Context: an optimization exercise on an open-source flow, tuned for small area. The choices shown serve that exercise and are no tape-out recipe.
Only simulation tests tie the RTL to the original design; equivalence was not proved.
No driver is modelled on the clock port, so clock power and skew are understated where the tree is cut down; a real chip needs a root buffer or a tree.
Power and IR drop assume default switching activity.

===== flow/run.sh =====
#!/bin/bash
# Own layout flow: the standard flow (standard.sh) with these changes:
#  - synthesis: the standard flow's synthesis script unchanged, except that ABC's cell mapping uses
#    flow/area.abc (area-oriented mapping) instead of ORFS's abc_area.script,
#    and yosys's full/half-adder extraction is off (ADDER_MAP_FILE empty), so ABC maps
#    all of the logic;
#  - placement: the port buffers are the smallest buffer cell (buf_1);
#  - clock tree: after CTS, flow/clock_trim.tcl leaves one clock buffer driving all registers.
# Registers, their names and cells are the standard synthesis's.
set -euo pipefail
here=$(pwd)
{ head -n 1 synth_recipe.tcl; cat flow/abc_override.tcl; tail -n +2 synth_recipe.tcl; } > my_synth.tcl
sed "s#SYNTH_SCRIPT=[^ ]*synth_recipe.tcl#SYNTH_SCRIPT=$here/my_synth.tcl#" standard.sh > my_standard.sh
grep -q "SYNTH_SCRIPT=$here/my_synth.tcl" my_standard.sh
export MY_ABC_SCRIPT=$here/flow/area.abc
export ADDER_MAP_FILE=
export BUFFER_PORTS_ARGS="-buffer_cell sky130_fd_sc_hd__buf_1"
bash my_standard.sh cts > flow_to_cts.log 2>&1
cts_odb=$here/orfs/results/$FLOW_PLATFORM/ball/base/4_cts.odb
cp "$cts_odb" "$here/4_cts_before_trim.odb"
TRIM_ODB="$cts_odb" FLOW_CLK_PORT=Clk openroad -no_init -exit $here/flow/clock_trim.tcl > clock_trim.log 2>&1 || true
bash my_standard.sh > flow.log 2>&1

===== flow/abc_override.tcl =====
# ABC runs with the script named by MY_ABC_SCRIPT in place of the one synth.tcl passes.
proc abc {args} {
  set i [lsearch -exact $args -script]
  if { $i >= 0 } { lset args [expr {$i + 1}] $::env(MY_ABC_SCRIPT) }
  puts "abc (own flow script): $args"
  yosys abc {*}$args
}

===== flow/area.abc =====
strash
dch -f
amap
topo

===== flow/clock_trim.tcl =====
# After CTS: the clock tree of this small design becomes a single buffer. The root clock
# buffer (the only cell the clock port drives) drives every register's clock pin directly;
# the sink-cluster buffers and CTS's dummy loads are removed. All registers keep the same
# clock arrival (one buffer stage); the clock port still drives only the root buffer, which
# becomes a clkbuf_16.
set odb_file $::env(TRIM_ODB)
read_db $odb_file
set block [ord::get_db_block]
set clk_port_net [$block findNet $::env(FLOW_CLK_PORT)]
set roots {}
foreach it [$clk_port_net getITerms] { lappend roots [$it getInst] }
if { [llength $roots] != 1 } { puts "clock_trim: clock port drives [llength $roots] cells, leaving the tree as it is"; exit 0 }
set root [lindex $roots 0]
set root_out [[$root findITerm X] getNet]
set dead_insts {}
set dead_nets {}
foreach it [$root_out getITerms] {
  set inst [$it getInst]
  if { $inst == $root } { continue }
  set mname [[$inst getMaster] getName]
  if { [string match "*clkbuf*" $mname] || [string match "*clkinv*" $mname] } {
    set out_it [$inst findITerm X]
    if { $out_it == "NULL" || $out_it == "" } { set out_it [$inst findITerm Y] }
    if { $out_it != "NULL" && $out_it != "" } {
      set leaf_net [$out_it getNet]
      if { $leaf_net != "NULL" && $leaf_net != "" } {
        foreach lit [$leaf_net getITerms] {
          set li [$lit getInst]
          if { $li == $inst } { continue }
          set lm [[$li getMaster] getName]
          $lit disconnect
          if { [string match "*clkbuf*" $lm] || [string match "*clkinv*" $lm] } {
            lappend dead_insts $li
          } else {
            $lit connect $root_out
          }
        }
        lappend dead_nets $leaf_net
      }
    }
    lappend dead_insts $inst
  }
}
set n 0
foreach i [lsort -unique $dead_insts] { odb::dbInst_destroy $i; incr n }
foreach net [lsort -unique $dead_nets] { odb::dbNet_destroy $net }
# the single buffer drives all the registers: make it the strongest clock buffer and legalise
set db [ord::get_db]
set big [$db findMaster sky130_fd_sc_hd__clkbuf_16]
$root swapMaster $big
detailed_placement
check_placement
set sinks 0
foreach it [$root_out getITerms] { incr sinks }
puts "clock_trim: removed $n clock cells; root [$root getName] ([[$root getMaster] getName]) now has [expr {$sinks - 1}] sinks"
write_db $odb_file

===== standard.sh =====
#!/bin/bash
# synth_recipe.tcl (not shown) runs the flow's synth.tcl, then flattens the netlist and writes it again
# the make line also repeats each setting of config.mk as NAME=value (left out here)
make -C /OpenROAD-flow-scripts/flow DESIGN_CONFIG=/design/flow/config.mk WORK_HOME=/design/flow/orfs CLKGATE_MAP_FILE= SYNTH_SCRIPT=/design/flow/synth_recipe.tcl "${@:-finish}"

===== config.mk =====
export PLATFORM = sky130hd
export DESIGN_NAME = ball
export DESIGN_NICKNAME = ball
export VERILOG_FILES = /design/flow/design.v
export SDC_FILE = /design/flow/constraint.sdc
export NUM_CORES = 4
export LEC_CHECK = 0
export ABC_AREA = 1
export CAP_MARGIN = 20
export CORE_MARGIN = 2
export CORE_UTILIZATION = 40
export SLEW_MARGIN = 20

===== constraint.sdc =====
create_clock -name core_clock -period 10.0 [get_ports {Clk}]
set_input_delay 2.0000 -clock core_clock [delete_from_list [all_inputs] [get_ports {Clk}]]
set_output_delay 2.0000 -clock core_clock [all_outputs]
set_load 0.01 [all_outputs]

===== design.v =====
module ball ( input Clk, Reset, frame_clk,
              input [15:0] keycode,
              input [9:0] DrawX, DrawY,
              output logic [9:0] ballX, ballY,
              output left_out, attack_out );
  logic fcd;
  logic [9:0] X;
  logic [8:0] Y;   
  logic mv, ax, ng, left, attack;
  wire [9:0] Xn;
  wire [8:0] Yn;
  wire mvn, axn, ngn, leftn, attackn;
  ball_next u_next(.X(X), .Y(Y), .mv(mv), .ax(ax), .ng(ng), .left(left), .attack(attack),
                   .fcd(fcd), .frame_clk(frame_clk), .Reset(Reset), .k(keycode[7:0]),
                   .Xn(Xn), .Yn(Yn), .mvn(mvn), .axn(axn), .ngn(ngn),
                   .leftn(leftn), .attackn(attackn));
  always_ff @(posedge Clk) begin
    fcd <= frame_clk;
    X <= Xn; Y <= Yn;
    mv <= mvn; ax <= axn; ng <= ngn;
    left <= leftn; attack <= attackn;
  end
  assign ballX = X; assign ballY = {1'b0, Y};
  assign left_out = left; assign attack_out = attack;
endmodule
module ball_next(input [9:0] X, input [8:0] Y, input mv, input ax, input ng, input left, input attack, input fcd, input frame_clk, input Reset, input [7:0] k, output [9:0] Xn, output [8:0] Yn, output mvn, output axn, output ngn, output leftn, output attackn);
  wire new_n60, new_n61, new_n62, new_n63, new_n64, new_n65, new_n67,
    new_n68, new_n69, new_n70, new_n71, new_n72, new_n73, new_n75, new_n76,
    new_n77, new_n78, new_n79, new_n80, new_n81, new_n83, new_n84, new_n85,
    new_n86, new_n87, new_n88, new_n89, new_n91, new_n92, new_n93, new_n94,
    new_n95, new_n96, new_n97, new_n99, new_n100, new_n101, new_n102,
    new_n103, new_n104, new_n105, new_n106, new_n108, new_n109, new_n110,
    new_n111, new_n112, new_n113, new_n114, new_n116, new_n117, new_n118,
    new_n119, new_n120, new_n121, new_n122, new_n123, new_n124, new_n125,
    new_n126, new_n127, new_n128, new_n129, new_n130, new_n131, new_n132,
    new_n134, new_n135, new_n136, new_n137, new_n138, new_n139, new_n140,
    new_n141, new_n142, new_n143, new_n144, new_n146, new_n147, new_n148,
    new_n149, new_n150, new_n151, new_n152, new_n154, new_n155, new_n156,
    new_n157, new_n159, new_n160, new_n161, new_n162, new_n163, new_n164,
    new_n165, new_n167, new_n168, new_n169, new_n170, new_n171, new_n172,
    new_n173, new_n175, new_n176, new_n177, new_n178, new_n179, new_n180,
    new_n181, new_n183, new_n184, new_n185, new_n186, new_n187, new_n188,
    new_n189, new_n190, new_n191, new_n193, new_n194, new_n195, new_n196,
    new_n197, new_n198, new_n199, new_n200, new_n201, new_n203, new_n204,
    new_n205, new_n206, new_n207, new_n208, new_n209, new_n210, new_n211,
    new_n212, new_n213, new_n214, new_n215, new_n216, new_n217, new_n218,
    new_n219, new_n221, new_n222, new_n223, new_n224, new_n225, new_n226,
    new_n227, new_n229, new_n230, new_n231, new_n232, new_n233, new_n234,
    new_n235, new_n237, new_n238, new_n239, new_n240, new_n241, new_n242,
    new_n243, new_n244, new_n245, new_n246, new_n247, new_n248, new_n249,
    new_n250, new_n251, new_n252, new_n253, new_n254, new_n255, new_n256,
    new_n257, new_n258, new_n259, new_n260, new_n261, new_n262, new_n263,
    new_n264, new_n265, new_n266, new_n267, new_n268, new_n269, new_n270,
    new_n271, new_n272, new_n273, new_n274, new_n275, new_n276, new_n277,
    new_n278, new_n279, new_n280, new_n281, new_n282, new_n283, new_n284,
    new_n285, new_n286, new_n287, new_n288, new_n289, new_n290, new_n291,
    new_n292, new_n293, new_n294, new_n295, new_n296, new_n297, new_n298,
    new_n299, new_n300, new_n301, new_n302, new_n303, new_n304, new_n305,
    new_n306, new_n307, new_n308, new_n309, new_n310, new_n311, new_n312,
    new_n313, new_n314, new_n315, new_n316, new_n317, new_n318, new_n319,
    new_n320, new_n321, new_n322, new_n323, new_n324, new_n325, new_n326,
    new_n327, new_n328, new_n329, new_n330, new_n331, new_n332, new_n333,
    new_n334, new_n335, new_n336, new_n337, new_n338, new_n339, new_n340,
    new_n341, new_n342, new_n343, new_n344, new_n345, new_n346, new_n347,
    new_n348, new_n349, new_n350, new_n351, new_n352, new_n353, new_n354,
    new_n355, new_n356, new_n357, new_n358, new_n359, new_n360, new_n361,
    new_n362, new_n363, new_n364, new_n365, new_n366, new_n367, new_n368,
    new_n369, new_n370, new_n371, new_n372, new_n373, new_n374, new_n375,
    new_n376, new_n377, new_n378, new_n379, new_n380, new_n381, new_n382,
    new_n383, new_n384, new_n385, new_n386, new_n387, new_n388, new_n389,
    new_n390, new_n391, new_n392, new_n393, new_n394, new_n395, new_n396,
    new_n397, new_n398, new_n399, new_n400, new_n401, new_n402, new_n403,
    new_n404, new_n405, new_n406, new_n407, new_n408, new_n409, new_n410,
    new_n411, new_n412, new_n413, new_n414, new_n415, new_n416, new_n417,
    new_n418, new_n419, new_n420, new_n421, new_n422, new_n423, new_n424,
    new_n425, new_n426, new_n427, new_n428, new_n429, new_n430, new_n431,
    new_n432, new_n433, new_n434, new_n435, new_n436, new_n437, new_n438,
    new_n439, new_n440, new_n441, new_n442, new_n443, new_n444, new_n445,
    new_n446, new_n447, new_n448, new_n449, new_n450, new_n451, new_n452,
    new_n453, new_n454, new_n455, new_n456, new_n457, new_n458, new_n459,
    new_n460, new_n461, new_n462, new_n463, new_n464, new_n465, new_n466,
    new_n467, new_n468, new_n469, new_n470, new_n471, new_n472, new_n473,
    new_n474, new_n475, new_n476, new_n477, new_n478, new_n479, new_n480,
    new_n481, new_n482, new_n483, new_n484, new_n485, new_n486, new_n487,
    new_n488, new_n489, new_n490, new_n491, new_n492, new_n493, new_n494,
    new_n495, new_n496, new_n497, new_n498, new_n499, new_n500, new_n501,
    new_n502, new_n503, new_n504, new_n505, new_n506, new_n507, new_n508,
    new_n509, new_n510, new_n511, new_n512, new_n513, new_n514, new_n515,
    new_n516, new_n517, new_n518, new_n519, new_n520, new_n521, new_n522,
    new_n523, new_n524, new_n525, new_n526, new_n527, new_n528, new_n529,
    new_n530, new_n531, new_n532, new_n533, new_n534, new_n535, new_n536,
    new_n537, new_n538, new_n539, new_n540, new_n541, new_n542, new_n543,
    new_n544, new_n545, new_n546, new_n547, new_n548, new_n549, new_n550,
    new_n551, new_n552, new_n553, new_n554, new_n555, new_n556, new_n557,
    new_n558, new_n559, new_n560, new_n561, new_n562, new_n563, new_n564,
    new_n565, new_n566, new_n567, new_n568, new_n569, new_n570, new_n571,
    new_n572, new_n573, new_n574, new_n575, new_n576, new_n577, new_n578,
    new_n579, new_n580, new_n581, new_n582, new_n583, new_n584, new_n585,
    new_n586, new_n587, new_n588, new_n589, new_n590, new_n591, new_n592,
    new_n593, new_n594, new_n595, new_n596, new_n597, new_n598, new_n599,
    new_n600, new_n601, new_n602, new_n603, new_n604, new_n605, new_n606,
    new_n607, new_n608, new_n609, new_n610, new_n611, new_n612, new_n613,
    new_n614, new_n615, new_n616, new_n617, new_n618, new_n619, new_n620,
    new_n621, new_n622, new_n623, new_n624, new_n625, new_n626, new_n627,
    new_n628, new_n629, new_n630, new_n631, new_n632, new_n633, new_n634,
    new_n635, new_n636, new_n637, new_n638, new_n639, new_n640, new_n641,
    new_n642, new_n643, new_n644, new_n645, new_n646, new_n647, new_n648,
    new_n649, new_n650, new_n651, new_n652, new_n653, new_n654, new_n655,
    new_n656, new_n657, new_n658, new_n659, new_n660, new_n661, new_n662,
    new_n663, new_n664, new_n665, new_n666, new_n667, new_n668, new_n669,
    new_n670, new_n671, new_n672, new_n673, new_n674, new_n675, new_n676,
    new_n677, new_n678, new_n679, new_n680, new_n681, new_n682, new_n683,
    new_n684, new_n685, new_n686, new_n687, new_n688, new_n689, new_n690,
    new_n691, new_n692, new_n693, new_n695, new_n696, new_n697, new_n698,
    new_n700, new_n701, new_n702, new_n703, new_n704, new_n705, new_n706,
    new_n707, new_n708, new_n709, new_n710, new_n711, new_n712, new_n713,
    new_n714, new_n715, new_n716, new_n717, new_n718, new_n719, new_n720,
    new_n722, new_n723, new_n724, new_n725, new_n726, new_n727, new_n729,
    new_n730, new_n731;
  assign new_n60 = ~fcd & frame_clk;
  assign new_n61 = mv & new_n60;
  assign new_n62 = ax & new_n61;
  assign new_n63 = X[0] & new_n62;
  assign new_n64 = ~X[0] & ~new_n62;
  assign new_n65 = ~Reset & ~new_n64;
  assign Xn[0] = ~new_n63 & new_n65;
  assign new_n67 = X[0] & ~ng;
  assign new_n68 = ~X[0] & ng;
  assign new_n69 = ~new_n67 & ~new_n68;
  assign new_n70 = new_n62 & ~new_n69;
  assign new_n71 = X[1] & new_n70;
  assign new_n72 = ~X[1] & ~new_n70;
  assign new_n73 = ~Reset & ~new_n72;
  assign Xn[1] = ~new_n71 & new_n73;
  assign new_n75 = ~X[0] & ~X[1];
  assign new_n76 = X[0] & X[1];
  assign new_n77 = ~new_n75 & ~new_n76;
  assign new_n78 = new_n70 & ~new_n77;
  assign new_n79 = X[2] & new_n78;
  assign new_n80 = ~X[2] & ~new_n78;
  assign new_n81 = ~Reset & ~new_n80;
  assign Xn[2] = ~new_n79 & new_n81;
  assign new_n83 = X[0] & ~X[2];
  assign new_n84 = ~X[0] & X[2];
  assign new_n85 = ~new_n83 & ~new_n84;
  assign new_n86 = new_n78 & new_n85;
  assign new_n87 = X[3] & new_n86;
  assign new_n88 = ~X[3] & ~new_n86;
  assign new_n89 = ~Reset & ~new_n88;
  assign Xn[3] = ~new_n87 & new_n89;
  assign new_n91 = ~X[2] & ~X[3];
  assign new_n92 = X[2] & X[3];
  assign new_n93 = ~new_n91 & ~new_n92;
  assign new_n94 = new_n86 & ~new_n93;
  assign new_n95 = X[4] & new_n94;
  assign new_n96 = ~X[4] & ~new_n94;
  assign new_n97 = ~Reset & ~new_n96;
  assign Xn[4] = ~new_n95 & new_n97;
  assign new_n99 = X[1] & new_n92;
  assign new_n100 = ~X[4] & ~new_n99;
  assign new_n101 = X[4] & new_n99;
  assign new_n102 = ~new_n100 & ~new_n101;
  assign new_n103 = new_n94 & ~new_n102;
  assign new_n104 = X[5] & new_n103;
  assign new_n105 = ~X[5] & ~new_n103;
  assign new_n106 = ~Reset & ~new_n105;
  assign Xn[5] = ~new_n104 & new_n106;
  assign new_n108 = X[5] & ~new_n100;
  assign new_n109 = ~X[5] & new_n100;
  assign new_n110 = ~new_n108 & ~new_n109;
  assign new_n111 = new_n103 & ~new_n110;
  assign new_n112 = X[6] & ~new_n111;
  assign new_n113 = ~X[6] & new_n111;
  assign new_n114 = ~Reset & ~new_n113;
  assign Xn[6] = new_n112 | ~new_n114;
  assign new_n116 = ~X[1] & ~X[2];
  assign new_n117 = X[3] & ~new_n116;
  assign new_n118 = ~X[4] & ~X[6];
  assign new_n119 = ~new_n117 & new_n118;
  assign new_n120 = X[5] & X[6];
  assign new_n121 = ~new_n119 & ~new_n120;
  assign new_n122 = ~new_n75 & new_n92;
  assign new_n123 = ~X[4] & X[5];
  assign new_n124 = ~new_n122 & new_n123;
  assign new_n125 = ~X[5] & new_n92;
  assign new_n126 = new_n76 & new_n125;
  assign new_n127 = ~new_n124 & ~new_n126;
  assign new_n128 = ~new_n121 & new_n127;
  assign new_n129 = new_n103 & new_n128;
  assign new_n130 = X[7] & new_n129;
  assign new_n131 = ~X[7] & ~new_n129;
  assign new_n132 = ~Reset & ~new_n131;
  assign Xn[7] = ~new_n130 & new_n132;
  assign new_n134 = new_n91 & new_n123;
  assign new_n135 = ~X[6] & X[7];
  assign new_n136 = ~new_n134 & new_n135;
  assign new_n137 = X[3] & X[4];
  assign new_n138 = ~X[7] & new_n120;
  assign new_n139 = new_n137 & new_n138;
  assign new_n140 = ~new_n136 & ~new_n139;
  assign new_n141 = new_n129 & new_n140;
  assign new_n142 = ~X[8] & new_n141;
  assign new_n143 = X[8] & ~new_n141;
  assign new_n144 = ~Reset & ~new_n143;
  assign Xn[8] = new_n142 | ~new_n144;
  assign new_n146 = ~X[7] & ~X[8];
  assign new_n147 = X[7] & X[8];
  assign new_n148 = ~new_n146 & ~new_n147;
  assign new_n149 = new_n141 & ~new_n148;
  assign new_n150 = ~X[9] & ~new_n149;
  assign new_n151 = X[9] & new_n149;
  assign new_n152 = ~Reset & ~new_n151;
  assign Xn[9] = ~new_n150 & new_n152;
  assign new_n154 = ~ax & new_n61;
  assign new_n155 = Y[0] & new_n154;
  assign new_n156 = ~Y[0] & ~new_n154;
  assign new_n157 = ~Reset & ~new_n156;
  assign Yn[0] = ~new_n155 & new_n157;
  assign new_n159 = Y[0] & ~ng;
  assign new_n160 = ~Y[0] & ng;
  assign new_n161 = ~new_n159 & ~new_n160;
  assign new_n162 = new_n154 & ~new_n161;
  assign new_n163 = Y[1] & new_n162;
  assign new_n164 = ~Y[1] & ~new_n162;
  assign new_n165 = ~Reset & ~new_n164;
  assign Yn[1] = ~new_n163 & new_n165;
  assign new_n167 = ~Y[0] & ~Y[1];
  assign new_n168 = Y[0] & Y[1];
  assign new_n169 = ~new_n167 & ~new_n168;
  assign new_n170 = new_n162 & ~new_n169;
  assign new_n171 = ~Y[2] & ~new_n170;
  assign new_n172 = Y[2] & new_n170;
  assign new_n173 = ~Reset & ~new_n172;
  assign Yn[2] = ~new_n171 & new_n173;
  assign new_n175 = ~Y[2] & new_n167;
  assign new_n176 = Y[2] & new_n168;
  assign new_n177 = ~new_n175 & ~new_n176;
  assign new_n178 = new_n162 & ~new_n177;
  assign new_n179 = Y[3] & new_n178;
  assign new_n180 = ~Y[3] & ~new_n178;
  assign new_n181 = ~Reset & ~new_n180;
  assign Yn[3] = ~new_n179 & new_n181;
  assign new_n183 = ~Y[2] & ~new_n168;
  assign new_n184 = Y[3] & ~new_n183;
  assign new_n185 = ~Y[2] & ~Y[3];
  assign new_n186 = ~new_n168 & new_n185;
  assign new_n187 = ~new_n184 & ~new_n186;
  assign new_n188 = new_n178 & ~new_n187;
  assign new_n189 = ~Y[4] & new_n188;
  assign new_n190 = Y[4] & ~new_n188;
  assign new_n191 = ~Reset & ~new_n190;
  assign Yn[4] = new_n189 | ~new_n191;
  assign new_n193 = Y[4] & ~new_n185;
  assign new_n194 = Y[2] & Y[3];
  assign new_n195 = Y[1] & new_n194;
  assign new_n196 = ~Y[4] & ~new_n195;
  assign new_n197 = ~new_n193 & ~new_n196;
  assign new_n198 = new_n188 & ~new_n197;
  assign new_n199 = ~Y[5] & new_n198;
  assign new_n200 = Y[5] & ~new_n198;
  assign new_n201 = ~Reset & ~new_n200;
  assign Yn[5] = new_n199 | ~new_n201;
  assign new_n203 = Y[0] & Y[3];
  assign new_n204 = new_n167 & new_n185;
  assign new_n205 = ~new_n203 & ~new_n204;
  assign new_n206 = Y[4] & ~new_n205;
  assign new_n207 = ~Y[1] & ~Y[2];
  assign new_n208 = Y[3] & ~new_n207;
  assign new_n209 = ~new_n206 & ~new_n208;
  assign new_n210 = ~Y[5] & ~new_n209;
  assign new_n211 = ~Y[4] & Y[5];
  assign new_n212 = ~Y[3] & new_n211;
  assign new_n213 = Y[1] & Y[2];
  assign new_n214 = new_n212 & ~new_n213;
  assign new_n215 = ~new_n210 & ~new_n214;
  assign new_n216 = new_n198 & new_n215;
  assign new_n217 = ~Y[6] & new_n216;
  assign new_n218 = Y[6] & ~new_n216;
  assign new_n219 = ~Reset & ~new_n218;
  assign Yn[6] = new_n217 | ~new_n219;
  assign new_n221 = Y[4] & Y[6];
  assign new_n222 = ~Y[4] & ~Y[6];
  assign new_n223 = ~new_n221 & ~new_n222;
  assign new_n224 = new_n216 & ~new_n223;
  assign new_n225 = ~Y[7] & new_n224;
  assign new_n226 = Y[7] & ~new_n224;
  assign new_n227 = ~Reset & ~new_n226;
  assign Yn[7] = new_n225 | ~new_n227;
  assign new_n229 = ~Y[6] & ~Y[7];
  assign new_n230 = Y[6] & Y[7];
  assign new_n231 = ~new_n229 & ~new_n230;
  assign new_n232 = new_n224 & ~new_n231;
  assign new_n233 = ~Y[8] & ~new_n232;
  assign new_n234 = Y[8] & new_n232;
  assign new_n235 = ~Reset & ~new_n234;
  assign Yn[8] = ~new_n233 & new_n235;
  assign new_n237 = Y[3] & Y[4];
  assign new_n238 = ~Y[6] & ~new_n194;
  assign new_n239 = new_n215 & ~new_n238;
  assign new_n240 = ~new_n167 & new_n239;
  assign new_n241 = Y[4] & Y[5];
  assign new_n242 = new_n229 & ~new_n241;
  assign new_n243 = ~new_n240 & new_n242;
  assign new_n244 = ~new_n237 & new_n243;
  assign new_n245 = Y[2] & ~new_n167;
  assign new_n246 = ~Y[3] & ~new_n245;
  assign new_n247 = new_n241 & ~new_n246;
  assign new_n248 = Y[8] & new_n229;
  assign new_n249 = ~new_n247 & new_n248;
  assign new_n250 = ~new_n244 & new_n249;
  assign new_n251 = ~Y[4] & ~Y[5];
  assign new_n252 = new_n248 & new_n251;
  assign new_n253 = ~new_n250 & ~new_n252;
  assign new_n254 = ~new_n187 & ~new_n250;
  assign new_n255 = ~new_n253 & ~new_n254;
  assign new_n256 = Y[5] & Y[6];
  assign new_n257 = new_n193 & new_n256;
  assign new_n258 = ~Y[7] & Y[8];
  assign new_n259 = ~new_n257 & new_n258;
  assign new_n260 = ~Y[6] & new_n251;
  assign new_n261 = new_n185 & new_n260;
  assign new_n262 = new_n259 & ~new_n261;
  assign new_n263 = X[0] & ~new_n262;
  assign new_n264 = ~new_n255 & new_n263;
  assign new_n265 = Y[3] & new_n230;
  assign new_n266 = Y[2] & new_n241;
  assign new_n267 = new_n265 & new_n266;
  assign new_n268 = ~Y[8] & ~new_n267;
  assign new_n269 = ~new_n243 & new_n268;
  assign new_n270 = ~X[0] & ~new_n269;
  assign new_n271 = ~X[2] & ~new_n270;
  assign new_n272 = ~new_n264 & new_n271;
  assign new_n273 = ~new_n249 & new_n259;
  assign new_n274 = ~new_n239 & new_n273;
  assign new_n275 = Y[5] & new_n197;
  assign new_n276 = ~Y[5] & new_n237;
  assign new_n277 = new_n177 & new_n276;
  assign new_n278 = ~new_n275 & ~new_n277;
  assign new_n279 = Y[0] & ~Y[4];
  assign new_n280 = Y[2] & ~Y[3];
  assign new_n281 = new_n279 & new_n280;
  assign new_n282 = new_n84 & ~new_n281;
  assign new_n283 = new_n278 & new_n282;
  assign new_n284 = new_n274 & new_n283;
  assign new_n285 = ~new_n272 & ~new_n284;
  assign new_n286 = new_n117 & new_n135;
  assign new_n287 = ~new_n127 & new_n286;
  assign new_n288 = ~new_n285 & new_n287;
  assign new_n289 = Y[7] & ~Y[8];
  assign new_n290 = ~Y[1] & ~Y[6];
  assign new_n291 = new_n289 & ~new_n290;
  assign new_n292 = ~new_n204 & new_n221;
  assign new_n293 = ~new_n256 & ~new_n292;
  assign new_n294 = ~new_n261 & new_n293;
  assign new_n295 = new_n269 & new_n294;
  assign new_n296 = ~new_n291 & ~new_n295;
  assign new_n297 = new_n253 & new_n296;
  assign new_n298 = ~X[0] & X[3];
  assign new_n299 = X[1] & ~X[2];
  assign new_n300 = new_n298 & new_n299;
  assign new_n301 = ~X[7] & ~X[9];
  assign new_n302 = ~X[4] & ~X[5];
  assign new_n303 = new_n301 & new_n302;
  assign new_n304 = new_n300 & new_n303;
  assign new_n305 = ~new_n297 & new_n304;
  assign new_n306 = X[6] & X[7];
  assign new_n307 = new_n109 & new_n306;
  assign new_n308 = new_n122 & new_n307;
  assign new_n309 = ~new_n250 & new_n262;
  assign new_n310 = ~new_n269 & ~new_n309;
  assign new_n311 = new_n308 & ~new_n310;
  assign new_n312 = ~X[6] & new_n303;
  assign new_n313 = ~Y[5] & ~Y[8];
  assign new_n314 = new_n229 & new_n313;
  assign new_n315 = ~new_n245 & new_n314;
  assign new_n316 = Y[8] & new_n230;
  assign new_n317 = ~new_n183 & new_n316;
  assign new_n318 = ~new_n315 & ~new_n317;
  assign new_n319 = ~Y[3] & ~Y[5];
  assign new_n320 = ~Y[4] & new_n319;
  assign new_n321 = new_n316 & ~new_n320;
  assign new_n322 = ~new_n237 & new_n314;
  assign new_n323 = ~new_n321 & ~new_n322;
  assign new_n324 = new_n318 & new_n323;
  assign new_n325 = X[0] & ~new_n324;
  assign new_n326 = new_n312 & ~new_n325;
  assign new_n327 = new_n184 & new_n211;
  assign new_n328 = new_n242 & ~new_n327;
  assign new_n329 = ~Y[8] & ~new_n328;
  assign new_n330 = ~new_n249 & ~new_n329;
  assign new_n331 = Y[6] & ~new_n251;
  assign new_n332 = new_n195 & new_n331;
  assign new_n333 = Y[8] & ~new_n193;
  assign new_n334 = Y[6] & ~new_n313;
  assign new_n335 = ~Y[7] & ~new_n334;
  assign new_n336 = ~new_n333 & new_n335;
  assign new_n337 = ~new_n332 & new_n336;
  assign new_n338 = ~new_n243 & new_n337;
  assign new_n339 = new_n330 & ~new_n338;
  assign new_n340 = X[0] & ~X[6];
  assign new_n341 = ~X[4] & new_n340;
  assign new_n342 = new_n301 & new_n341;
  assign new_n343 = ~Y[7] & ~new_n260;
  assign new_n344 = new_n293 & new_n343;
  assign new_n345 = new_n342 & ~new_n344;
  assign new_n346 = ~X[5] & ~X[6];
  assign new_n347 = X[7] & ~new_n346;
  assign new_n348 = ~X[0] & new_n302;
  assign new_n349 = new_n347 & new_n348;
  assign new_n350 = ~new_n268 & new_n349;
  assign new_n351 = ~new_n345 & ~new_n350;
  assign new_n352 = X[3] & new_n116;
  assign new_n353 = ~new_n351 & new_n352;
  assign new_n354 = ~new_n339 & new_n353;
  assign new_n355 = ~new_n326 & ~new_n354;
  assign new_n356 = ~new_n311 & new_n355;
  assign new_n357 = ~new_n305 & new_n356;
  assign new_n358 = ~new_n288 & new_n357;
  assign new_n359 = ~X[8] & ~new_n358;
  assign new_n360 = Y[6] & ~new_n186;
  assign new_n361 = new_n278 & ~new_n360;
  assign new_n362 = new_n221 & new_n319;
  assign new_n363 = ~Y[2] & ~Y[6];
  assign new_n364 = ~Y[0] & new_n363;
  assign new_n365 = new_n212 & new_n364;
  assign new_n366 = ~new_n362 & ~new_n365;
  assign new_n367 = ~new_n361 & new_n366;
  assign new_n368 = new_n289 & ~new_n367;
  assign new_n369 = ~Y[3] & ~new_n176;
  assign new_n370 = new_n211 & ~new_n369;
  assign new_n371 = ~new_n239 & ~new_n370;
  assign new_n372 = new_n368 & ~new_n371;
  assign new_n373 = ~new_n255 & ~new_n372;
  assign new_n374 = new_n308 & ~new_n373;
  assign new_n375 = X[4] & ~X[5];
  assign new_n376 = new_n127 & ~new_n375;
  assign new_n377 = new_n242 & ~new_n275;
  assign new_n378 = new_n135 & new_n268;
  assign new_n379 = new_n110 & new_n378;
  assign new_n380 = ~new_n377 & new_n379;
  assign new_n381 = X[2] & new_n76;
  assign new_n382 = ~X[3] & X[7];
  assign new_n383 = new_n120 & new_n382;
  assign new_n384 = new_n381 & new_n383;
  assign new_n385 = new_n262 & new_n384;
  assign new_n386 = ~new_n380 & ~new_n385;
  assign new_n387 = new_n376 & ~new_n386;
  assign new_n388 = ~Y[3] & ~new_n168;
  assign new_n389 = new_n241 & ~new_n388;
  assign new_n390 = new_n194 & new_n251;
  assign new_n391 = ~new_n389 & ~new_n390;
  assign new_n392 = ~new_n240 & ~new_n391;
  assign new_n393 = new_n207 & new_n319;
  assign new_n394 = ~new_n223 & new_n393;
  assign new_n395 = new_n177 & new_n212;
  assign new_n396 = ~new_n394 & ~new_n395;
  assign new_n397 = ~new_n392 & new_n396;
  assign new_n398 = new_n273 & ~new_n397;
  assign new_n399 = ~X[3] & ~X[6];
  assign new_n400 = ~X[1] & X[7];
  assign new_n401 = new_n375 & new_n400;
  assign new_n402 = new_n84 & new_n401;
  assign new_n403 = X[4] & X[5];
  assign new_n404 = ~X[7] & new_n403;
  assign new_n405 = new_n381 & new_n404;
  assign new_n406 = ~new_n402 & ~new_n405;
  assign new_n407 = new_n399 & ~new_n406;
  assign new_n408 = new_n398 & new_n407;
  assign new_n409 = ~new_n387 & ~new_n408;
  assign new_n410 = X[8] & ~new_n409;
  assign new_n411 = ~new_n374 & ~new_n410;
  assign new_n412 = Y[2] & ~new_n250;
  assign new_n413 = ~Y[2] & ~new_n252;
  assign new_n414 = new_n286 & new_n403;
  assign new_n415 = X[8] & ~X[9];
  assign new_n416 = ~new_n91 & new_n403;
  assign new_n417 = ~X[6] & ~X[7];
  assign new_n418 = ~new_n302 & new_n417;
  assign new_n419 = ~new_n416 & new_n418;
  assign new_n420 = new_n415 & ~new_n419;
  assign new_n421 = ~new_n414 & new_n420;
  assign new_n422 = ~new_n307 & new_n421;
  assign new_n423 = ~new_n119 & ~new_n346;
  assign new_n424 = new_n146 & ~new_n423;
  assign new_n425 = X[6] & ~X[8];
  assign new_n426 = new_n301 & ~new_n425;
  assign new_n427 = ~new_n117 & new_n303;
  assign new_n428 = ~new_n426 & ~new_n427;
  assign new_n429 = ~X[8] & ~new_n428;
  assign new_n430 = ~new_n92 & new_n118;
  assign new_n431 = ~X[8] & ~X[9];
  assign new_n432 = new_n347 & new_n431;
  assign new_n433 = ~new_n430 & new_n432;
  assign new_n434 = ~new_n429 & ~new_n433;
  assign new_n435 = ~new_n424 & new_n434;
  assign new_n436 = ~new_n422 & new_n435;
  assign new_n437 = ~new_n413 & ~new_n436;
  assign new_n438 = ~new_n412 & new_n437;
  assign new_n439 = Y[0] & Y[2];
  assign new_n440 = ~Y[4] & ~Y[8];
  assign new_n441 = ~new_n439 & ~new_n440;
  assign new_n442 = ~Y[5] & ~new_n441;
  assign new_n443 = Y[4] & ~new_n439;
  assign new_n444 = ~new_n183 & new_n443;
  assign new_n445 = ~new_n256 & ~new_n444;
  assign new_n446 = ~new_n442 & new_n445;
  assign new_n447 = ~Y[1] & new_n446;
  assign new_n448 = X[5] & ~X[8];
  assign new_n449 = new_n137 & new_n448;
  assign new_n450 = X[7] & new_n449;
  assign new_n451 = new_n302 & new_n399;
  assign new_n452 = new_n147 & new_n451;
  assign new_n453 = ~Y[2] & new_n241;
  assign new_n454 = ~new_n452 & new_n453;
  assign new_n455 = ~new_n450 & new_n454;
  assign new_n456 = ~new_n447 & ~new_n455;
  assign new_n457 = ~Y[2] & ~new_n117;
  assign new_n458 = X[4] & ~new_n457;
  assign new_n459 = Y[2] & ~new_n91;
  assign new_n460 = new_n146 & new_n346;
  assign new_n461 = ~new_n459 & new_n460;
  assign new_n462 = ~new_n458 & new_n461;
  assign new_n463 = ~X[9] & ~new_n306;
  assign new_n464 = ~new_n415 & ~new_n463;
  assign new_n465 = ~new_n462 & new_n464;
  assign new_n466 = X[1] & X[2];
  assign new_n467 = new_n449 & new_n466;
  assign new_n468 = new_n426 & ~new_n467;
  assign new_n469 = Y[6] & Y[8];
  assign new_n470 = ~new_n468 & new_n469;
  assign new_n471 = ~new_n465 & new_n470;
  assign new_n472 = ~new_n456 & new_n471;
  assign new_n473 = X[6] & new_n416;
  assign new_n474 = ~Y[2] & ~new_n473;
  assign new_n475 = ~X[7] & ~new_n474;
  assign new_n476 = ~X[3] & ~new_n466;
  assign new_n477 = ~new_n459 & new_n476;
  assign new_n478 = X[4] & ~new_n477;
  assign new_n479 = new_n346 & ~new_n439;
  assign new_n480 = ~new_n478 & new_n479;
  assign new_n481 = ~new_n475 & ~new_n480;
  assign new_n482 = ~new_n137 & new_n417;
  assign new_n483 = Y[1] & ~new_n482;
  assign new_n484 = new_n421 & new_n483;
  assign new_n485 = ~new_n481 & new_n484;
  assign new_n486 = new_n398 & new_n485;
  assign new_n487 = ~new_n472 & ~new_n486;
  assign new_n488 = ~new_n438 & new_n487;
  assign new_n489 = ~Y[3] & ~new_n183;
  assign new_n490 = ~new_n488 & new_n489;
  assign new_n491 = X[2] & new_n340;
  assign new_n492 = new_n401 & new_n491;
  assign new_n493 = ~X[2] & new_n403;
  assign new_n494 = new_n76 & new_n138;
  assign new_n495 = new_n493 & new_n494;
  assign new_n496 = ~new_n492 & ~new_n495;
  assign new_n497 = ~X[8] & ~Y[0];
  assign new_n498 = new_n301 & new_n497;
  assign new_n499 = ~new_n473 & new_n498;
  assign new_n500 = new_n496 & new_n499;
  assign new_n501 = ~Y[8] & new_n363;
  assign new_n502 = new_n276 & new_n501;
  assign new_n503 = new_n500 & new_n502;
  assign new_n504 = new_n194 & new_n279;
  assign new_n505 = new_n429 & new_n504;
  assign new_n506 = new_n243 & new_n505;
  assign new_n507 = ~new_n503 & ~new_n506;
  assign new_n508 = new_n423 & ~new_n507;
  assign new_n509 = X[9] & new_n424;
  assign new_n510 = X[6] & ~new_n109;
  assign new_n511 = ~new_n102 & ~new_n510;
  assign new_n512 = X[7] & new_n415;
  assign new_n513 = new_n423 & new_n512;
  assign new_n514 = ~new_n511 & new_n513;
  assign new_n515 = ~new_n509 & ~new_n514;
  assign new_n516 = ~new_n211 & new_n361;
  assign new_n517 = Y[2] & ~new_n516;
  assign new_n518 = ~new_n515 & new_n517;
  assign new_n519 = new_n368 & new_n518;
  assign new_n520 = new_n241 & new_n249;
  assign new_n521 = new_n302 & new_n476;
  assign new_n522 = new_n520 & ~new_n521;
  assign new_n523 = new_n509 & new_n522;
  assign new_n524 = Y[1] & ~new_n523;
  assign new_n525 = ~new_n519 & new_n524;
  assign new_n526 = Y[0] & ~new_n525;
  assign new_n527 = ~new_n508 & ~new_n526;
  assign new_n528 = ~new_n99 & new_n312;
  assign new_n529 = ~X[6] & Y[4];
  assign new_n530 = new_n433 & ~new_n529;
  assign new_n531 = ~new_n528 & ~new_n530;
  assign new_n532 = new_n280 & ~new_n531;
  assign new_n533 = new_n274 & new_n532;
  assign new_n534 = X[7] & ~X[9];
  assign new_n535 = ~Y[6] & ~new_n423;
  assign new_n536 = new_n534 & ~new_n535;
  assign new_n537 = ~new_n415 & ~new_n509;
  assign new_n538 = ~new_n536 & new_n537;
  assign new_n539 = new_n194 & ~new_n223;
  assign new_n540 = new_n336 & new_n539;
  assign new_n541 = ~new_n538 & new_n540;
  assign new_n542 = ~new_n208 & new_n251;
  assign new_n543 = new_n230 & ~new_n542;
  assign new_n544 = ~X[8] & ~Y[8];
  assign new_n545 = ~new_n543 & new_n544;
  assign new_n546 = new_n394 & new_n463;
  assign new_n547 = new_n545 & new_n546;
  assign new_n548 = ~new_n424 & new_n547;
  assign new_n549 = ~new_n140 & new_n431;
  assign new_n550 = new_n502 & new_n549;
  assign new_n551 = ~Y[1] & ~new_n550;
  assign new_n552 = ~new_n548 & new_n551;
  assign new_n553 = ~new_n541 & new_n552;
  assign new_n554 = ~new_n533 & new_n553;
  assign new_n555 = ~new_n527 & ~new_n554;
  assign new_n556 = ~new_n207 & new_n289;
  assign new_n557 = ~new_n366 & new_n556;
  assign new_n558 = ~new_n428 & new_n557;
  assign new_n559 = ~new_n128 & new_n558;
  assign new_n560 = ~new_n240 & new_n559;
  assign new_n561 = X[8] & new_n376;
  assign new_n562 = ~X[8] & ~new_n423;
  assign new_n563 = new_n168 & new_n534;
  assign new_n564 = new_n453 & new_n563;
  assign new_n565 = ~new_n562 & new_n564;
  assign new_n566 = ~new_n510 & new_n565;
  assign new_n567 = ~new_n561 & new_n566;
  assign new_n568 = X[4] & new_n92;
  assign new_n569 = ~X[5] & ~new_n568;
  assign new_n570 = ~X[7] & new_n466;
  assign new_n571 = Y[0] & ~new_n570;
  assign new_n572 = ~new_n569 & new_n571;
  assign new_n573 = new_n549 & ~new_n572;
  assign new_n574 = ~new_n500 & ~new_n573;
  assign new_n575 = new_n207 & new_n251;
  assign new_n576 = ~new_n574 & new_n575;
  assign new_n577 = ~new_n567 & ~new_n576;
  assign new_n578 = new_n265 & ~new_n577;
  assign new_n579 = new_n318 & ~new_n578;
  assign new_n580 = ~new_n560 & new_n579;
  assign new_n581 = ~new_n555 & new_n580;
  assign new_n582 = ~new_n490 & new_n581;
  assign new_n583 = ~new_n411 & new_n582;
  assign new_n584 = ~X[6] & new_n147;
  assign new_n585 = new_n298 & new_n584;
  assign new_n586 = ~X[3] & X[8];
  assign new_n587 = ~X[7] & new_n586;
  assign new_n588 = new_n340 & new_n587;
  assign new_n589 = ~new_n585 & ~new_n588;
  assign new_n590 = new_n493 & ~new_n589;
  assign new_n591 = new_n125 & new_n342;
  assign new_n592 = ~new_n590 & ~new_n591;
  assign new_n593 = new_n255 & ~new_n592;
  assign new_n594 = X[9] & new_n84;
  assign new_n595 = new_n451 & new_n594;
  assign new_n596 = ~new_n330 & new_n595;
  assign new_n597 = ~new_n338 & new_n596;
  assign new_n598 = ~new_n593 & ~new_n597;
  assign new_n599 = X[1] & ~new_n598;
  assign new_n600 = ~new_n239 & new_n591;
  assign new_n601 = ~new_n185 & new_n542;
  assign new_n602 = new_n278 & ~new_n601;
  assign new_n603 = X[0] & X[2];
  assign new_n604 = new_n301 & new_n603;
  assign new_n605 = ~X[2] & X[7];
  assign new_n606 = ~X[0] & Y[5];
  assign new_n607 = new_n605 & new_n606;
  assign new_n608 = ~new_n604 & ~new_n607;
  assign new_n609 = ~X[6] & new_n449;
  assign new_n610 = ~new_n608 & new_n609;
  assign new_n611 = ~new_n595 & ~new_n610;
  assign new_n612 = ~new_n602 & ~new_n611;
  assign new_n613 = X[9] & new_n83;
  assign new_n614 = new_n137 & new_n346;
  assign new_n615 = new_n613 & new_n614;
  assign new_n616 = ~new_n612 & ~new_n615;
  assign new_n617 = ~new_n600 & new_n616;
  assign new_n618 = ~X[1] & ~new_n617;
  assign new_n619 = new_n381 & new_n452;
  assign new_n620 = new_n275 & new_n619;
  assign new_n621 = ~new_n618 & ~new_n620;
  assign new_n622 = new_n273 & ~new_n621;
  assign new_n623 = new_n101 & ~new_n589;
  assign new_n624 = new_n372 & new_n623;
  assign new_n625 = ~X[0] & ~new_n324;
  assign new_n626 = X[4] & X[6];
  assign new_n627 = ~new_n625 & new_n626;
  assign new_n628 = new_n118 & new_n300;
  assign new_n629 = ~new_n330 & new_n628;
  assign new_n630 = ~new_n627 & ~new_n629;
  assign new_n631 = X[5] & X[9];
  assign new_n632 = ~new_n630 & new_n631;
  assign new_n633 = ~X[3] & new_n301;
  assign new_n634 = ~new_n406 & new_n633;
  assign new_n635 = new_n75 & new_n399;
  assign new_n636 = ~new_n348 & ~new_n635;
  assign new_n637 = new_n347 & ~new_n636;
  assign new_n638 = ~new_n634 & ~new_n637;
  assign new_n639 = Y[6] & new_n203;
  assign new_n640 = Y[7] & ~new_n639;
  assign new_n641 = ~new_n638 & new_n640;
  assign new_n642 = ~new_n361 & new_n641;
  assign new_n643 = new_n84 & new_n138;
  assign new_n644 = new_n83 & new_n135;
  assign new_n645 = ~new_n643 & ~new_n644;
  assign new_n646 = ~Y[7] & ~new_n331;
  assign new_n647 = X[1] & new_n137;
  assign new_n648 = ~new_n394 & new_n647;
  assign new_n649 = ~new_n646 & new_n648;
  assign new_n650 = ~new_n645 & new_n649;
  assign new_n651 = ~new_n642 & ~new_n650;
  assign new_n652 = new_n545 & ~new_n651;
  assign new_n653 = new_n185 & ~new_n221;
  assign new_n654 = ~new_n256 & ~new_n520;
  assign new_n655 = ~new_n653 & ~new_n654;
  assign new_n656 = ~X[0] & X[1];
  assign new_n657 = ~X[8] & new_n656;
  assign new_n658 = ~Y[0] & ~Y[4];
  assign new_n659 = new_n289 & ~new_n658;
  assign new_n660 = new_n657 & new_n659;
  assign new_n661 = new_n493 & new_n633;
  assign new_n662 = new_n660 & new_n661;
  assign new_n663 = new_n275 & new_n662;
  assign new_n664 = new_n262 & new_n586;
  assign new_n665 = ~new_n496 & new_n664;
  assign new_n666 = ~new_n663 & ~new_n665;
  assign new_n667 = ~new_n655 & ~new_n666;
  assign new_n668 = ~new_n652 & ~new_n667;
  assign new_n669 = ~new_n632 & new_n668;
  assign new_n670 = ~new_n624 & new_n669;
  assign new_n671 = ~new_n622 & new_n670;
  assign new_n672 = ~new_n599 & new_n671;
  assign new_n673 = ~new_n583 & new_n672;
  assign new_n674 = ~new_n359 & new_n673;
  assign new_n675 = new_n60 & new_n674;
  assign new_n676 = ~k[2] & k[3];
  assign new_n677 = k[4] & new_n676;
  assign new_n678 = k[1] & ~k[4];
  assign new_n679 = ~k[0] & new_n678;
  assign new_n680 = k[2] & ~k[3];
  assign new_n681 = ~new_n679 & new_n680;
  assign new_n682 = ~new_n677 & ~new_n681;
  assign new_n683 = k[0] & ~new_n678;
  assign new_n684 = ~k[1] & k[4];
  assign new_n685 = ~k[5] & ~k[6];
  assign new_n686 = ~k[7] & new_n685;
  assign new_n687 = ~new_n684 & new_n686;
  assign new_n688 = ~new_n683 & new_n687;
  assign new_n689 = ~new_n682 & new_n688;
  assign new_n690 = new_n582 & ~new_n689;
  assign new_n691 = new_n675 & new_n690;
  assign new_n692 = ~mv & ~new_n60;
  assign new_n693 = ~Reset & ~new_n692;
  assign mvn = ~new_n691 & new_n693;
  assign new_n695 = ~k[4] & new_n582;
  assign new_n696 = new_n675 & ~new_n695;
  assign new_n697 = ~ax & ~new_n60;
  assign new_n698 = ~Reset & ~new_n697;
  assign axn = ~new_n696 & new_n698;
  assign new_n700 = ~Reset & ~new_n60;
  assign new_n701 = ng & new_n700;
  assign new_n702 = ~Reset & new_n60;
  assign new_n703 = ~new_n446 & ~new_n582;
  assign new_n704 = ~k[1] & ~k[2];
  assign new_n705 = k[1] & k[2];
  assign new_n706 = ~new_n704 & ~new_n705;
  assign new_n707 = new_n582 & ~new_n706;
  assign new_n708 = ~new_n703 & ~new_n707;
  assign new_n709 = new_n674 & new_n708;
  assign new_n710 = ~new_n346 & ~new_n605;
  assign new_n711 = ~X[1] & ~new_n710;
  assign new_n712 = ~X[5] & new_n147;
  assign new_n713 = X[3] & ~new_n448;
  assign new_n714 = ~new_n712 & new_n713;
  assign new_n715 = new_n146 & new_n299;
  assign new_n716 = ~new_n714 & ~new_n715;
  assign new_n717 = ~new_n711 & new_n716;
  assign new_n718 = ~new_n674 & new_n717;
  assign new_n719 = ~new_n709 & ~new_n718;
  assign new_n720 = new_n702 & ~new_n719;
  assign ngn = new_n701 | new_n720;
  assign new_n722 = ~k[1] & new_n702;
  assign new_n723 = new_n689 & new_n722;
  assign new_n724 = ~k[4] & new_n60;
  assign new_n725 = new_n689 & new_n724;
  assign new_n726 = left & ~Reset;
  assign new_n727 = ~new_n725 & new_n726;
  assign leftn = new_n723 | new_n727;
  assign new_n729 = attack & new_n700;
  assign new_n730 = new_n676 & new_n722;
  assign new_n731 = new_n688 & new_n730;
  assign attackn = new_n729 | new_n731;
endmodule

==> run notes <==
==> sequential cells by signal, summed over array words and instances (netlist names) <==
signal and cells:
mv 1, Y 9, ng 1, ax 1, left 1, attack 1
fcd 1, X 10
==> critical path, stage by stage (launching register included) <==
cell and delay, ns:
dfxtp_1 0.71, clkinv_1 0.50, nor2_1 0.44, clkinv_1 0.18, nor2_1 0.24, o22ai_1 0.13
nor2_1 0.36, a31oi_1 0.16, o21ai_0 0.26, a21oi_1 0.17, a221oi_1 0.29, o22ai_1 0.10
o21a_1 0.12, or4_1 0.39, a31oi_1 0.32, clkinv_1 0.27, a31oi_1 0.21, nor3_1 0.14
clkinv_1 0.10, nor2_1 0.05, o32ai_1 0.28
==> cell families (layout without fill, tap and decap cells) <==
logic type	Yosys count	count (layout)
other cells	1	1
flops	25	25
simple gates	208	208
buf+inv	59	91
compound gates	142	142
==> per-stage QoR <==
stage / cells / worst slack [ns] / power (mW)
3_5_place_dp: 542 / 4.98 / 0.117
6_report: 544 / 4.49 / 0.172
3_3_place_gp: 542 / 4.79 / 0.117
4_1_cts: 546 / 4.94 / 0.186
2_1_floorplan: 435 / 5.78 / 0.112
5_1_grt: 544 / 4.15 / 0.176
==> final cells by class <==
class                   instances  share of cell area [%]
clock buffers                   1                   0.872
clock inverters                 1                   0.305
inverters                      58                    7.59
multi-input cells             351                    66.4
flip-flops and latches         25                    17.4
well taps                      77                    3.36
repair buffers                 31                    4.05
==> power by group through the flow <==
stage / sequential, mW / clock (mW) / combinational [mW]
final: 0.102 / 0.0563 / 0.0131
after global routing: 0.103 / 0.0591 / 0.0146
after CTS: 0.102 / 0.0709 / 0.0128
after detailed placement: 0.105 / 0 / 0.0128
after global placement: 0.104 / 0 / 0.0128
after floorplan: 0.104 / 0 / 0.00764
==> path summary, 6_finish.rpt <==
check                  from             end  cells after the start
min          attack$_DFF_P_  attack$_DFF_P_                      2
max reg2reg    Y[2]$_DFF_P_      ng$_DFF_P_                     20
min reg2reg  attack$_DFF_P_  attack$_DFF_P_                      2
max            Y[2]$_DFF_P_      ng$_DFF_P_                     20
==> layout by cell type, fill, tap and decap left out, types with 3 or more instances in the layout <==
| master | count |
|---|---|
| clkinv_1 | 58 |
| o221ai_1 | 13 |
| nor2_1 | 106 |
| o22ai_1 | 8 |
| o211ai_1 | 3 |
| o32a_1 | 4 |
| buf_1 | 31 |
| nor3_1 | 24 |
| a32oi_1 | 3 |
| o32ai_1 | 3 |
| a311oi_1 | 3 |
| a21oi_1 | 22 |
| o2111ai_1 | 3 |
| nand3_1 | 15 |
| o21ai_0 | 27 |
| a221oi_1 | 7 |
| nor4_1 | 12 |
| nor2b_1 | 3 |
| nand2_1 | 33 |
| nand4_1 | 5 |
| or4_1 | 4 |
| a31oi_1 | 18 |
| a211oi_1 | 9 |
| dfxtp_1 | 25 |
==> per-layer routing <==
metal,GRT usage (%),wire length (um),part of all wire [%]
met1,46.4,4540,38
met2,49.5,4680,39
met3,10.1,1820,15
met4,16.6,885,7.4
met5,0,0,0
==> results_tabular.tex <==
\begin{tabular}{lr}
\hline
Metric & Value \\
\hline
\multicolumn{2}{l}{\textbf{Worst setup path}} \\
\quad CP Capture Type & flop \\
\quad Arr. time, crit path & 5.61 ns \\
\quad Startpoint-to-endpoint class of the critical path & reg -> reg \\
\quad Required time of the critical path & approximately 10 ns \\
\quad Worst Path Max Fanout & 14 \\
\quad Crit path launch type & flop \\
\quad Worst R2R Setup Slack & around 4.5 ns \\
\multicolumn{2}{l}{\textbf{Detailed routing}} \\
\quad Total wire length & 11.9 mm \\
\quad Via density per instance & 7.22 \\
\quad Final routed DRC violation total & 0 \\
\quad Total via count in the routed design & around 3900 \\
\quad Count of TritonRoute iterations in the first routing pass & 8 \\
\quad Remaining number of nets flagged by the antenna check after routing & 0 \\
\quad Number of DRC markers after the initial detailed-route iteration & approximately 750 \\
\quad Post-detailed-route wirelength per cell & 21.9 um \\
\multicolumn{2}{l}{\textbf{STA}} \\
\quad Final hold vios & 0 \\
\quad Post-route fraction of the period consumed by the critical path & 55.1\% \\
\quad Maximum clock frequency & 181 MHz \\
\quad Aggregate negative setup slack & 0 ns \\
\quad Finish-stage setup viols & 0 \\
\quad Count of pins over their slew limit & 0 \\
\quad Unrepaired setup endpoints after global routing & false \\
\quad Measured slew at the worst slew-check pin & between 0.7 and 0.8 ns \\
\quad Fin Clk Skew & approximately 0.0035 ns \\
\quad Minimum clock period & around 5.5 ns \\
\quad Slew HR & 50.3\% \\
\quad Minimum hold slack & 0.479 ns \\
\multicolumn{2}{l}{\textbf{Power and ir drop}} \\
\quad Cell leakage power & 0.810 nW \\
\quad Worst IR drop on VDD & 0.0000825 V \\
\quad Net switching share of the total power & between 20\% and 30\% \\
\quad Cell Pwr Density & $\sim$60 nW/um2 \\
\quad Fraction of power consumed by the clock network & 32.8\% \\
\quad Switching component of the power & between 0.04 and 0.05 mW \\
\quad Internal power component & around 0.13 mW \\
\quad Sequential share of power & 59.6\% \\
\quad Fraction of power consumed by combinational cells & under 10\% \\
\multicolumn{2}{l}{\textbf{Global routing}} \\
\quad Global-route total usage across every layer & between 30\% and 40\% \\
\quad Vias in the first global route & between 3000 and 4000 \\
\quad Largest net degree at the start of global routing & 27 \\
\quad Global-route wire length before repair & about 19 mm \\
\quad Final global-route overflow total & 0 \\
\quad Antenna violations before repair & 0 \\
\multicolumn{2}{l}{\textbf{Cells and area}} \\
\quad Antenna diode instance count & 0 \\
\quad Area occupied by registers & 500 um2 \\
\quad Design Area, Final & approximately 2900 um2 \\
\quad Area of combinational cells with multiple inputs & around 1900 um2 \\
\quad Area growth, synth to finish & 9.08\% \\
\quad Layout filler cell count & roughly 700 \\
\quad Final core utilization & 45.2\% \\
\quad NumNets Final & about 510 \\
\quad Fraction of layout instances using a drive strength above 1 & 0.428\% \\
\multicolumn{2}{l}{\textbf{Yosys}} \\
\quad FF+latch count, synth & 25 \\
\quad Predominant post-synthesis flop cell & dfxtp\_1 \\
\quad Adder-Cell Fraction of Synth Area & 0\% \\
\quad Average instance area after synthesis & between 6 and 7 um2 \\
\quad Post-synth net total & between 400 and 500 \\
\quad Share of synthesized area spent on multiplexers & 0\% \\
\quad Compound-cell area share of the yosys netlist & $\sim$38\% \\
\quad Netlist Area Pre-Place & about 2600 um2 \\
\quad Number of warnings printed during yosys synthesis & 1 \\
\quad Xor and xnor area share after synthesis & 0\% \\
\quad Post-synthesis simple-gate area fraction & between 30 and 40\% \\
\quad Sequential cell area fraction in the yosys report & 19.0\% \\
\quad Number of enable flip-flop cells after synthesis & 0 \\
\quad Largest family of logic cells by synthesized area & compound AO/OA/AOI/OAI gates \\
\quad Cells after Synth & about 440 \\
\quad Async SR Flop Fraction & 0\% \\
\quad Library cell with the largest summed area after synthesis & dfxtp\_1 \\
\quad Leading post-synthesis cells by cell area & dfxtp\_1, nor2\_1, clkinv\_1 \\
\quad Count of different cell masters after synthesis & 44 \\
\quad Share of the synthesized area in the top cell type & approximately a fifth \\
\quad Top cells by instance count after synthesis & nor2\_1, clkinv\_1, nand2\_1, o21ai\_0, dfxtp\_1 \\
\quad Most numerous cell in the Yosys netlist & nor2\_1 \\
\multicolumn{2}{l}{\textbf{Placed design}} \\
\quad Number of buffer cells added on primary ports & 31 \\
\quad Routability congestion estimate from global placement & between 1 and 1.5 \\
\quad Sum of net half-perimeters after detailed placement & 8.91 mm \\
\quad Placed cell areas & about 2800 um2 \\
\multicolumn{2}{l}{\textbf{Die}} \\
\quad Initial Util & 41.4\% \\
\quad Standard-cell row count & 29 \\
\quad Die H & $\sim$85 um \\
\quad Standard cell core area & between 6000 and 7000 um2 \\
\quad Top-level port count & a little over 60 \\
\quad Die Outline Area & $\sim$7200 um2 \\
\quad Die outline width & between 80 and 90 um \\
\multicolumn{2}{l}{\textbf{Status}} \\
\quad Run status & timing/DRC/antenna clean \\
\multicolumn{2}{l}{\textbf{Clock network}} \\
\quad Setup Fix Bufs, Post-CTS & 0 \\
\quad Number of hold buffers added after cts & 0 \\
\quad Clock transition at the register clock pins on the worst setup and hold paths after CTS & 0.12 ns \\
\quad Quantity of gates resized following cts & 0 \\
\quad Clock latency on the worst-skew pair & approximately 0.18 ns \\
\quad CTS sink cnt & 25 \\
\multicolumn{2}{l}{\textbf{Job}} \\
\quad Max-cap viol count & 0 \\
\multicolumn{2}{l}{\textbf{Min path}} \\
\quad Path class of the lowest-slack min-delay path & reg -> reg \\
\hline
\end{tabular}

-- static timing again, ports no longer ideal --
The flow's constraints put no driver on any port. The routed layout listed below was extracted and timed again, unchanged, in two steps.
Step 1 sets driving cells, clkbuf_16 on the clock port and buf_2 on the other inputs (assumed; they add their load-dependent delay and slew).
Step 2 adds t to the input delays and takes it off the output delays; t is the mean of the earliest and latest rising clock arrival at the registers after step 1. Input paths then give back, and output paths get back, about the clock's delay inside the block.
Three values: no drivers, after step 1, after step 2; two values: the first two.
t (ns): 0.215
slack for setup (ns): 4.486 / 4.486 / 4.486
hold slack, ns: 0.479 / 0.479 / 0.479
latest minus earliest clock arrival (ns): 0.005 / 0.005
worst data-port slew with drivers (ns): 0.03
After both steps setup and hold are still met in this run. For this run, drivers alone change the setup slack by 0.000 ns; drivers and shift together by 0.000 ns.
